Source: an optimization exercise on an open RTL-to-GDS flow (aim: small area). Production flows keep margins and buffers that such runs may drop. The RTL was checked by simulation tests, not by an equivalence proof against the original design.

Setup of run 1:
Design FFT32_pipeline, start of the top module:
module FFT32_pipeline (
    input clk,
    input i_rst,
    input signed [10:0] FFTInRe,
    input signed [10:0] FFTInIm,
    input in_valid,
    output signed [10:0] MDCOutUpRe,
    output signed [10:0] MDCOutUpIm,
    output signed [10:0] MDCOutDownRe,
    output signed [10:0] MDCOutDownIm,
    output MDC_out_valid,
    output signed [10:0] FFTOutRe,
    output signed [10:0] FFTOutIm,
    output FFT_out_valid
);
For scale: roughly 1,300 flip-flops, roughly 0.048 sq mm of cells after synthesis.
Settings: LEC_CHECK=0, ABC_AREA=1, CAP_MARGIN=20, CORE_MARGIN=2, CORE_UTILIZATION=65, SLEW_MARGIN=20, SYNTH_HIERARCHICAL=1; clock period 9.0 ns.
standard.sh (not shown) runs the stock make flow with config.mk's settings and CLKGATE_MAP_FILE= SYNTH_SCRIPT=/design/flow/synth_recipe.tcl, a recipe that flattens the netlist after the stock synthesis.
==> flow/flow/run.sh <==
#!/bin/bash
# Layout flow: the standard ORFS flow (standard.sh) with these changes:
#  - synthesis maps the logic with an area-only ABC script (the registers,
#    the synthesis passes and the flattening are those of the standard flow);
#  - the port buffers are sky130_fd_sc_hd__buf_1 cells instead of the
#    delay-buffer cells buffer_ports picks by itself;
#  - clock tree synthesis inserts no dummy loads.
# Every tool's output goes to standard.log (and ORFS's own logs under orfs/).
set -euo pipefail
rm -rf scripts_area
cp -r "$FLOW_HOME/scripts" scripts_area
printf 'strash\ndch\nmap -a\ntopo\nstime -c\nbuffer -c\nupsize -c\ndnsize -c\n' > scripts_area/abc_area.script
export SCRIPTS_DIR="$PWD/scripts_area"
export BUFFER_PORTS_ARGS="-buffer_cell sky130_fd_sc_hd__buf_1"
export CTS_ARGS="-sink_clustering_enable -repair_clock_nets -sink_clustering_size 18 -sink_clustering_max_diameter 60 -buf_list sky130_fd_sc_hd__clkbuf_8 -dont_use_dummy_load"
bash standard.sh > standard.log 2>&1
Run 1: no failed stages, no open violations at the end
Setup changes, run 1 to run 2
==> flow/flow/run.sh <==
#!/bin/bash
# Layout flow: the standard ORFS flow (standard.sh), with two changes:
#  - the port buffers are sky130_fd_sc_hd__buf_1 cells instead of the
#    delay-buffer cells buffer_ports picks by itself;
#  - clock tree synthesis inserts no dummy loads.
# Every tool's output goes to standard.log.
set -euo pipefail
export BUFFER_PORTS_ARGS="-buffer_cell sky130_fd_sc_hd__buf_1"
export CTS_ARGS="-sink_clustering_enable -repair_clock_nets -sink_clustering_size 18 -sink_clustering_max_diameter 60 -buf_list sky130_fd_sc_hd__clkbuf_8 -dont_use_dummy_load"
bash standard.sh > standard.log 2>&1
Notes after the runs:
Going from run 1 to run 2, sequential share of layout area fell 0.29 points; total standard cell area after synthesis rose about 0.8%; post-layout minimum cycle time rose 0.031 ns; post-synthesis to final-layout area growth fell 0.25 points.
Run 2 vs run 1 — area of all placed cells without fillers climbed slightly
Run 2 has total global-route track usage below what run 1 had.
Changes observed in run 2 relative to run 1: number of nets produced by synthesis went up 145; area used by multi-input combinational logic went up about 1.2%.
Side by side, number of inverters outside the clock class in the layout turned out higher in run 2 than in run 1.
Average routed wire per standard cell on run 2 is down relative to run 1.
Changes in run 3 relative to run 2:
# run 2
export LEC_CHECK = 0
export ABC_AREA = 1
export CAP_MARGIN = 20
export CORE_MARGIN = 2
export CORE_UTILIZATION = 65
export SLEW_MARGIN = 20
export SYNTH_HIERARCHICAL = 1
create_clock -name core_clock -period 9.0 [get_ports {clk}]
# run 3
export LEC_CHECK = 0
export CAP_MARGIN = 0
export CORE_MARGIN = 2
export CORE_UTILIZATION = 65
export SLEW_MARGIN = 0
export SYNTH_HIERARCHICAL = 1
create_clock -name core_clock -period 9.0 [get_ports {clk}]
==> flow/flow/run.sh <==
#!/bin/bash
# Layout flow: the standard ORFS flow (standard.sh), with two changes:
#  - the port buffers are sky130_fd_sc_hd__buf_2 cells instead of the
#    delay-buffer cells buffer_ports picks by itself;
#  - clock tree synthesis inserts no dummy loads.
# Every tool's output goes to standard.log.
set -euo pipefail
export BUFFER_PORTS_ARGS="-buffer_cell sky130_fd_sc_hd__buf_2"
export CTS_ARGS="-sink_clustering_enable -repair_clock_nets -sink_clustering_size 20 -sink_clustering_max_diameter 60 -buf_list sky130_fd_sc_hd__clkbuf_8 -dont_use_dummy_load"
bash standard.sh > standard.log 2>&1
Storage element area essentially unchanged between run 2 and run 3. Taking run 2 as the reference, in run 3 layout-stage area growth over the synthesis result rose by 0.36 points, number of vias per cell after detailed routing now larger.
diff inputs: run 3 => run 4
diff --git a/flow/flow/run.sh b/flow/flow/run.sh
--- a/flow/flow/run.sh
+++ b/flow/flow/run.sh
@@ -7,4 +7,4 @@
 set -euo pipefail
 export BUFFER_PORTS_ARGS="-buffer_cell sky130_fd_sc_hd__buf_2"
-export CTS_ARGS="-sink_clustering_enable -repair_clock_nets -sink_clustering_size 20 -sink_clustering_max_diameter 60 -buf_list sky130_fd_sc_hd__clkbuf_8 -dont_use_dummy_load"
+export CTS_ARGS="-sink_clustering_enable -repair_clock_nets -sink_clustering_size 18 -sink_clustering_max_diameter 50 -buf_list sky130_fd_sc_hd__clkbuf_8 -dont_use_dummy_load"
 bash standard.sh > standard.log 2>&1
- The final layout from run 4, which completed every stage, passed the timing, design-rule and antenna checks at the end of the flow.
- As far as net count after synthesis goes, run 3 and run 4 are indistinguishable; the numbers are identical.
- Delta (run 4 minus run 3): diode insertion count for antenna repair now smaller; final clock period utilization by the worst path held steady.

cedar:
Starting RTL as in the previous note.
==> flow/config.mk <==
export PLATFORM = sky130hd
export DESIGN_NAME = FFT32_pipeline
export DESIGN_NICKNAME = FFT32_pipeline
export VERILOG_FILES = /design/flow/design.v
export SDC_FILE = /design/flow/constraint.sdc
export NUM_CORES = 8
export LEC_CHECK = 0
export CAP_MARGIN = 20
export CORE_MARGIN = 2
export CORE_UTILIZATION = 65
export CTS_BUF_LIST = sky130_fd_sc_hd__clkbuf_8
export CTS_CLUSTER_DIAMETER = 50
export CTS_CLUSTER_SIZE = 16
export SLEW_MARGIN = 20
export SYNTH_HIERARCHICAL = 1
==> flow/constraint.sdc <==
create_clock -name core_clock -period 9.0 [get_ports {clk}]
set_input_delay 1.8000 -clock core_clock [delete_from_list [all_inputs] [get_ports {clk}]]
set_output_delay 1.8000 -clock core_clock [all_outputs]
set_load 0.01 [all_outputs]
==> flow/flow/run.sh <==
#!/bin/bash
# Layout flow: the standard ORFS flow (standard.sh), with two changes:
#  - the port buffers are sky130_fd_sc_hd__buf_2 cells instead of the
#    delay-buffer cells buffer_ports picks by itself;
#  - clock tree synthesis inserts no dummy loads.
# Every tool's output goes to standard.log.
set -euo pipefail
export BUFFER_PORTS_ARGS="-buffer_cell sky130_fd_sc_hd__buf_2"
export CTS_ARGS="-sink_clustering_enable -repair_clock_nets -sink_clustering_size 16 -sink_clustering_max_diameter 50 -buf_list sky130_fd_sc_hd__clkbuf_8 -dont_use_dummy_load"
bash standard.sh > standard.log 2>&1
Per the final summary, cedar finished and its layout is clean on timing, DRC and antenna.
## Diff of input files: onyx against cedar
- an added ABC_AREA of 1
- a deleted CTS_CLUSTER_SIZE that had been 16
- a deleted CTS_CLUSTER_DIAMETER that had been 50
- a deleted CTS_BUF_LIST that had been sky130_fd_sc_hd__clkbuf_8
Results
The smallest setup slack after layout in onyx was higher than what cedar gave. From cedar to onyx the numbers moved as follows: final area went down 1.1%; number of combinational gates with multiple inputs went up 204. Comparing cedar with onyx, the share of synthesized cell area in full adder, half adder and majority cells came out essentially unchanged. The lower fmax of cedar and onyx is in cedar. Placed cell area went down slightly going from cedar to onyx.
#### Input delta (lagoon over onyx)
- a change of SLEW_MARGIN from 20 to 0
- a deleted ABC_AREA that had been 1
- a change of CAP_MARGIN from 20 to 0
### Flow results
Summary of lagoon over onyx: biggest fanout along the worst timing path climbed 18, aggregate global routing overflow barely changed, total global routing track utilization went up 1.7 points, wire length on met2 went up 5.1 mm. From onyx to lagoon the numbers moved as follows: arithmetic-cell share of the synthesized area counting full adders, half adders and majority gates ~0 delta. Of the two values seen for cell type of the slowest stage on the worst timing path, fa_1 was produced by lagoon and dfrtp_2 by onyx. Compared with onyx, in lagoon met2 usage climbed 4.3 points, met3 layer wire length in the routed design climbed 11%, design area climbed 530 sq um. Going from onyx to lagoon, logic depth of the worst register-to-register path shrinks by 4.
Edits applied to the flow inputs when going from lagoon to tundra:
- SLEW_MARGIN now 20, was 0
- ABC_AREA now 1, previously not set
- CAP_MARGIN now 20, was 0
==> flow/flow/run.sh <==
#!/bin/bash
# Layout flow: the standard ORFS flow (standard.sh), with two changes:
#  - the port buffers are sky130_fd_sc_hd__buf_1 cells instead of the
#    delay-buffer cells buffer_ports picks by itself;
#  - clock tree synthesis inserts no dummy loads.
# Every tool's output goes to standard.log.
set -euo pipefail
export BUFFER_PORTS_ARGS="-buffer_cell sky130_fd_sc_hd__buf_1"
export CTS_ARGS="-sink_clustering_enable -repair_clock_nets -sink_clustering_size 30 -sink_clustering_max_diameter 80 -buf_list sky130_fd_sc_hd__clkbuf_16 -dont_use_dummy_load"
bash standard.sh > standard.log 2>&1
### Flow results
Looking at end point of the critical path, the FFTOutIm[0] result is from tundra; the FFTOutRe[0] one comes from lagoon. From lagoon to tundra the numbers moved as follows: pin count of the biggest net entering global routing increased about 22%. | multiplexer area fraction after synthesis | tundra vs lagoon | 4.7 points lower |. Relative to lagoon, the worst setup slack of tundra is higher by 99 ps. Taking lagoon as the reference, in tundra met1 routed wirelength after detailed routing went down; sequential share of cell area has increased; final hold slack now larger; count of clock buffers in the final design lost about 50%.

## red
FFT32_pipeline, a different RTL version from the one above (not shown whole).
For scale: roughly 4,400 cells after synthesis, roughly 93 I/O pins, about 54,000 um^2 of cells after synthesis.
## FFT32_pipeline
module FFT32_pipeline (
    input clk,
    input i_rst,
    input signed [10:0] FFTInRe,
    input signed [10:0] FFTInIm,
    input in_valid,
    output signed [10:0] MDCOutUpRe,
    output signed [10:0] MDCOutUpIm,
    output signed [10:0] MDCOutDownRe,
    output signed [10:0] MDCOutDownIm,
    output MDC_out_valid,
    output signed [10:0] FFTOutRe,
    output signed [10:0] FFTOutIm,
    output FFT_out_valid
);
export LEC_CHECK = 0
export CAP_MARGIN = 20
export CORE_MARGIN = 2
export CORE_UTILIZATION = 65
export CTS_BUF_LIST = sky130_fd_sc_hd__clkbuf_8
export CTS_CLUSTER_DIAMETER = 50
export CTS_CLUSTER_SIZE = 16
export SLEW_MARGIN = 20
export SYNTH_HIERARCHICAL = 1
create_clock -name core_clock -period 9.0 [get_ports {clk}]
run.sh (not shown) runs the stock make flow with config.mk's settings and CLKGATE_MAP_FILE= SYNTH_SCRIPT=/design/flow/synth_recipe.tcl, a recipe that flattens the netlist after the stock synthesis.
Stock flow here: none of the scripts above is used.
Here is what was changed in the inputs of green compared with red.
Settings: setting GPL_TIMING_DRIVEN to 0 for the first time.
Results
Clock buffer count from CTS (lower): red. On area of all placed cells without fillers, red beats green. Compared with red, in green clock insertion delay at the later pin of the skew report +0.02 ns, number of standard cells in the layout, taps in and fillers out rose 139, clock-buffer cell count shows an increase of 1, total cell area at the placement stage increased by 0.67% relative to the old numbers.

Setup of run A:
RTL: one of the versions met above, not the one the previous note started from.
Size in the first run: ~4400 cells after synthesis, about 1300 flip-flops, roughly 93 I/O pins.
export LEC_CHECK = 0
export ABC_AREA = 1
export CAP_MARGIN = 20
export CORE_MARGIN = 2
export CORE_UTILIZATION = 70
export SLEW_MARGIN = 20
export SYNTH_HIERARCHICAL = 1
create_clock -name core_clock -period 9.0 [get_ports {clk}]
standard.sh (not shown) runs the stock make flow with config.mk's settings and CLKGATE_MAP_FILE= SYNTH_SCRIPT=/design/flow/synth_recipe.tcl, a recipe that flattens the netlist after the stock synthesis.
==> flow/flow/run.sh <==
#!/bin/bash
# Layout flow: the standard ORFS flow (standard.sh), with two changes:
#  - the port buffers are sky130_fd_sc_hd__buf_1 cells instead of the
#    delay-buffer cells buffer_ports picks by itself;
#  - clock tree synthesis inserts no dummy loads.
# Every tool's output goes to standard.log.
set -euo pipefail
export BUFFER_PORTS_ARGS="-buffer_cell sky130_fd_sc_hd__buf_1"
export CTS_ARGS="-sink_clustering_enable -repair_clock_nets -sink_clustering_size 18 -sink_clustering_max_diameter 60 -buf_list sky130_fd_sc_hd__clkbuf_8 -dont_use_dummy_load"
bash standard.sh > standard.log 2>&1
The final layout from run A, which completed every stage, passed the timing, design-rule and antenna checks at the end of the flow.
Here is what was changed in the inputs of run B compared with run A.
==> flow/flow/run.sh <==
#!/bin/bash
# Layout flow: the standard ORFS flow (standard.sh), with two changes:
#  - the port buffers are sky130_fd_sc_hd__buf_2 cells instead of the
#    delay-buffer cells buffer_ports picks by itself;
#  - clock tree synthesis inserts no dummy loads.
# Every tool's output goes to standard.log.
set -euo pipefail
export BUFFER_PORTS_ARGS="-buffer_cell sky130_fd_sc_hd__buf_2"
export CTS_ARGS="-sink_clustering_enable -repair_clock_nets -sink_clustering_size 18 -sink_clustering_max_diameter 60 -buf_list sky130_fd_sc_hd__clkbuf_8 -dont_use_dummy_load"
bash standard.sh > standard.log 2>&1
--- a/flow/config.mk
+++ b/flow/config.mk
@@ -6,8 +6,7 @@
 export NUM_CORES = 8
 export LEC_CHECK = 0
-export ABC_AREA = 1
 export CAP_MARGIN = 20
 export CORE_MARGIN = 2
-export CORE_UTILIZATION = 70
+export CORE_UTILIZATION = 65
 export SLEW_MARGIN = 20
 export SYNTH_HIERARCHICAL = 1
Results
- In run B, overall track demand over capacity in global routing is lower than in run A.
- Going from run A to run B, first-pass GRT wire length grows by about 5.5%.
- Changes observed in run B relative to run A: final net count went down by about 7%; clock latency on the worst-skew pair went up by 0.02 ns.
> inputs changed (run B -> run C)
==> flow/flow/run.sh <==
#!/bin/bash
# Layout flow: the standard ORFS flow (standard.sh) with these changes:
#  - synthesis maps the logic with an area-only ABC script (the registers,
#    the synthesis passes and the flattening are those of the standard flow);
#  - the port buffers are sky130_fd_sc_hd__buf_1 cells instead of the
#    delay-buffer cells buffer_ports picks by itself;
#  - clock tree synthesis inserts no dummy loads.
# Every tool's output goes to standard.log (and ORFS's own logs under orfs/).
set -euo pipefail
rm -rf scripts_area
cp -r "$FLOW_HOME/scripts" scripts_area
printf 'strash\ndch\nmap -a\n' > scripts_area/abc_area.script
export SCRIPTS_DIR="$PWD/scripts_area"
export BUFFER_PORTS_ARGS="-buffer_cell sky130_fd_sc_hd__buf_1"
export CTS_ARGS="-sink_clustering_enable -repair_clock_nets -sink_clustering_size 18 -sink_clustering_max_diameter 60 -buf_list sky130_fd_sc_hd__clkbuf_8 -dont_use_dummy_load"
bash standard.sh > standard.log 2>&1
--- a/flow/config.mk
+++ b/flow/config.mk
@@ -6,4 +6,5 @@
 export NUM_CORES = 8
 export LEC_CHECK = 0
+export ABC_AREA = 1
 export CAP_MARGIN = 20
 export CORE_MARGIN = 2
## What came out
- The run showing the greater area added between synthesis and finish is run C.
- Run C ran to completion and came out clean on the timing, design-rule and antenna checks.
- Run C vs. run B: hold slack -0.011 ns; fraction of area in clock buffers and inverters essentially unchanged; area after synthesis moved down.
- Compared with run B, in run C average detailed-routed wire length per instance dropped 6.6%, via count saw an increase, initial antenna violation count decreased by 8 relative to the old numbers, post-layout instance area went down by 2.0%.
- Clock tree buffer count of the final layout: run C vs run B down about 1.1%
Changes in run D relative to run C:
--- a/flow/flow/run.sh
+++ b/flow/flow/run.sh
@@ -10,5 +10,5 @@
 rm -rf scripts_area
 cp -r "$FLOW_HOME/scripts" scripts_area
-printf 'strash\ndch\nmap -a\n' > scripts_area/abc_area.script
+printf 'strash\n&get -n\n&st\n&dch\n&nf -a\n&put\n' > scripts_area/abc_area.script
 export SCRIPTS_DIR="$PWD/scripts_area"
 export BUFFER_PORTS_ARGS="-buffer_cell sky130_fd_sc_hd__buf_1"
Results
Multi-input logic area of run D exceeds that of run C by a few percent.
Compared with run C, run D instantiates a smaller number of cells.
The detailed-route wire length of run D exceeds that of run C by 4400 microns.
Clock skew: lower on run D
Lower number of cells traversed by the worst register-to-register path among run D and run C: run D
Run D vs run C: die area up
Across both runs, least setup slack across all paths after layout was lower for run D than for run C.

-- static timing again, ports no longer ideal --
The results above use ideal ports. As a check the final layouts listed here were re-extracted and re-timed, cells and wires unchanged.
Step 1 (the two cells are an assumption about what drives the block):
set clk [get_ports {clk}]
set_driving_cell -lib_cell sky130_fd_sc_hd__clkbuf_16 $clk
set_driving_cell -lib_cell sky130_fd_sc_hd__buf_2 [delete_from_list [all_inputs] $clk]
Step 2 adds t to the input delays and takes it off the output delays; t is the mean of the earliest and latest rising clock arrival at the registers after step 1. Input paths then give back, and output paths get back, about the clock's delay inside the block.
a / b / c = ideal / step 1 / step 2; a / b = the first two.
run | t, ns | setup slack, ns | hold WS [ns] | worst setup path at the end | slew at the worst register clock pin (ns)
run 1 | 0.735 | 0.370 / 0.309 / 1.043 | 0.277 / 0.277 / 0.277 | register to output | 0.11 / 0.11
run 2 | 0.744 | 0.339 / 0.277 / 1.022 | 0.280 / 0.280 / 0.280 | register to output | 0.11 / 0.11
run 3 | 0.756 | 0.309 / 0.247 / 1.003 | 0.235 / 0.235 / 0.235 | register to output | 0.12 / 0.12
run 4 | 0.730 | 0.301 / 0.240 / 0.969 | 0.249 / 0.249 / 0.249 | register to output | 0.11 / 0.11
cedar | 0.775 | 0.309 / 0.246 / 1.021 | 0.212 / 0.212 / 0.212 | register to output | 0.10 / 0.10
onyx | 0.769 | 0.361 / 0.301 / 1.071 | 0.225 / 0.225 / 0.225 | register to output | 0.10 / 0.10
lagoon | 0.772 | 0.304 / 0.241 / 1.013 | 0.215 / 0.215 / 0.215 | register to output | 0.10 / 0.10
tundra | 0.669 | 0.403 / 0.338 / 1.007 | 0.279 / 0.279 / 0.279 | register to output | 0.11 / 0.11
red | 0.819 | 0.181 / 0.113 / 0.317 | 0.296 / 0.296 / 0.296 | register to register | 0.10 / 0.10
green | 0.853 | 0.160 / 0.110 / 0.160 | 0.279 / 0.279 / 0.279 | register to register | 0.10 / 0.10
run A | 0.740 | 0.366 / 0.307 / 1.007 | 0.276 / 0.276 / 0.276 | register to register | 0.11 / 0.11
run B | 0.723 | 0.290 / 0.229 / 0.952 | 0.242 / 0.242 / 0.242 | register to output | 0.11 / 0.11
run C | 0.746 | 0.292 / 0.231 / 0.661 | 0.231 / 0.231 / 0.231 | register to register | 0.12 / 0.12
run D | 0.761 | 0.277 / 0.204 / 0.523 | 0.277 / 0.277 / 0.277 | register to register | 0.11 / 0.11
After both steps setup and hold are still met in every run listed.
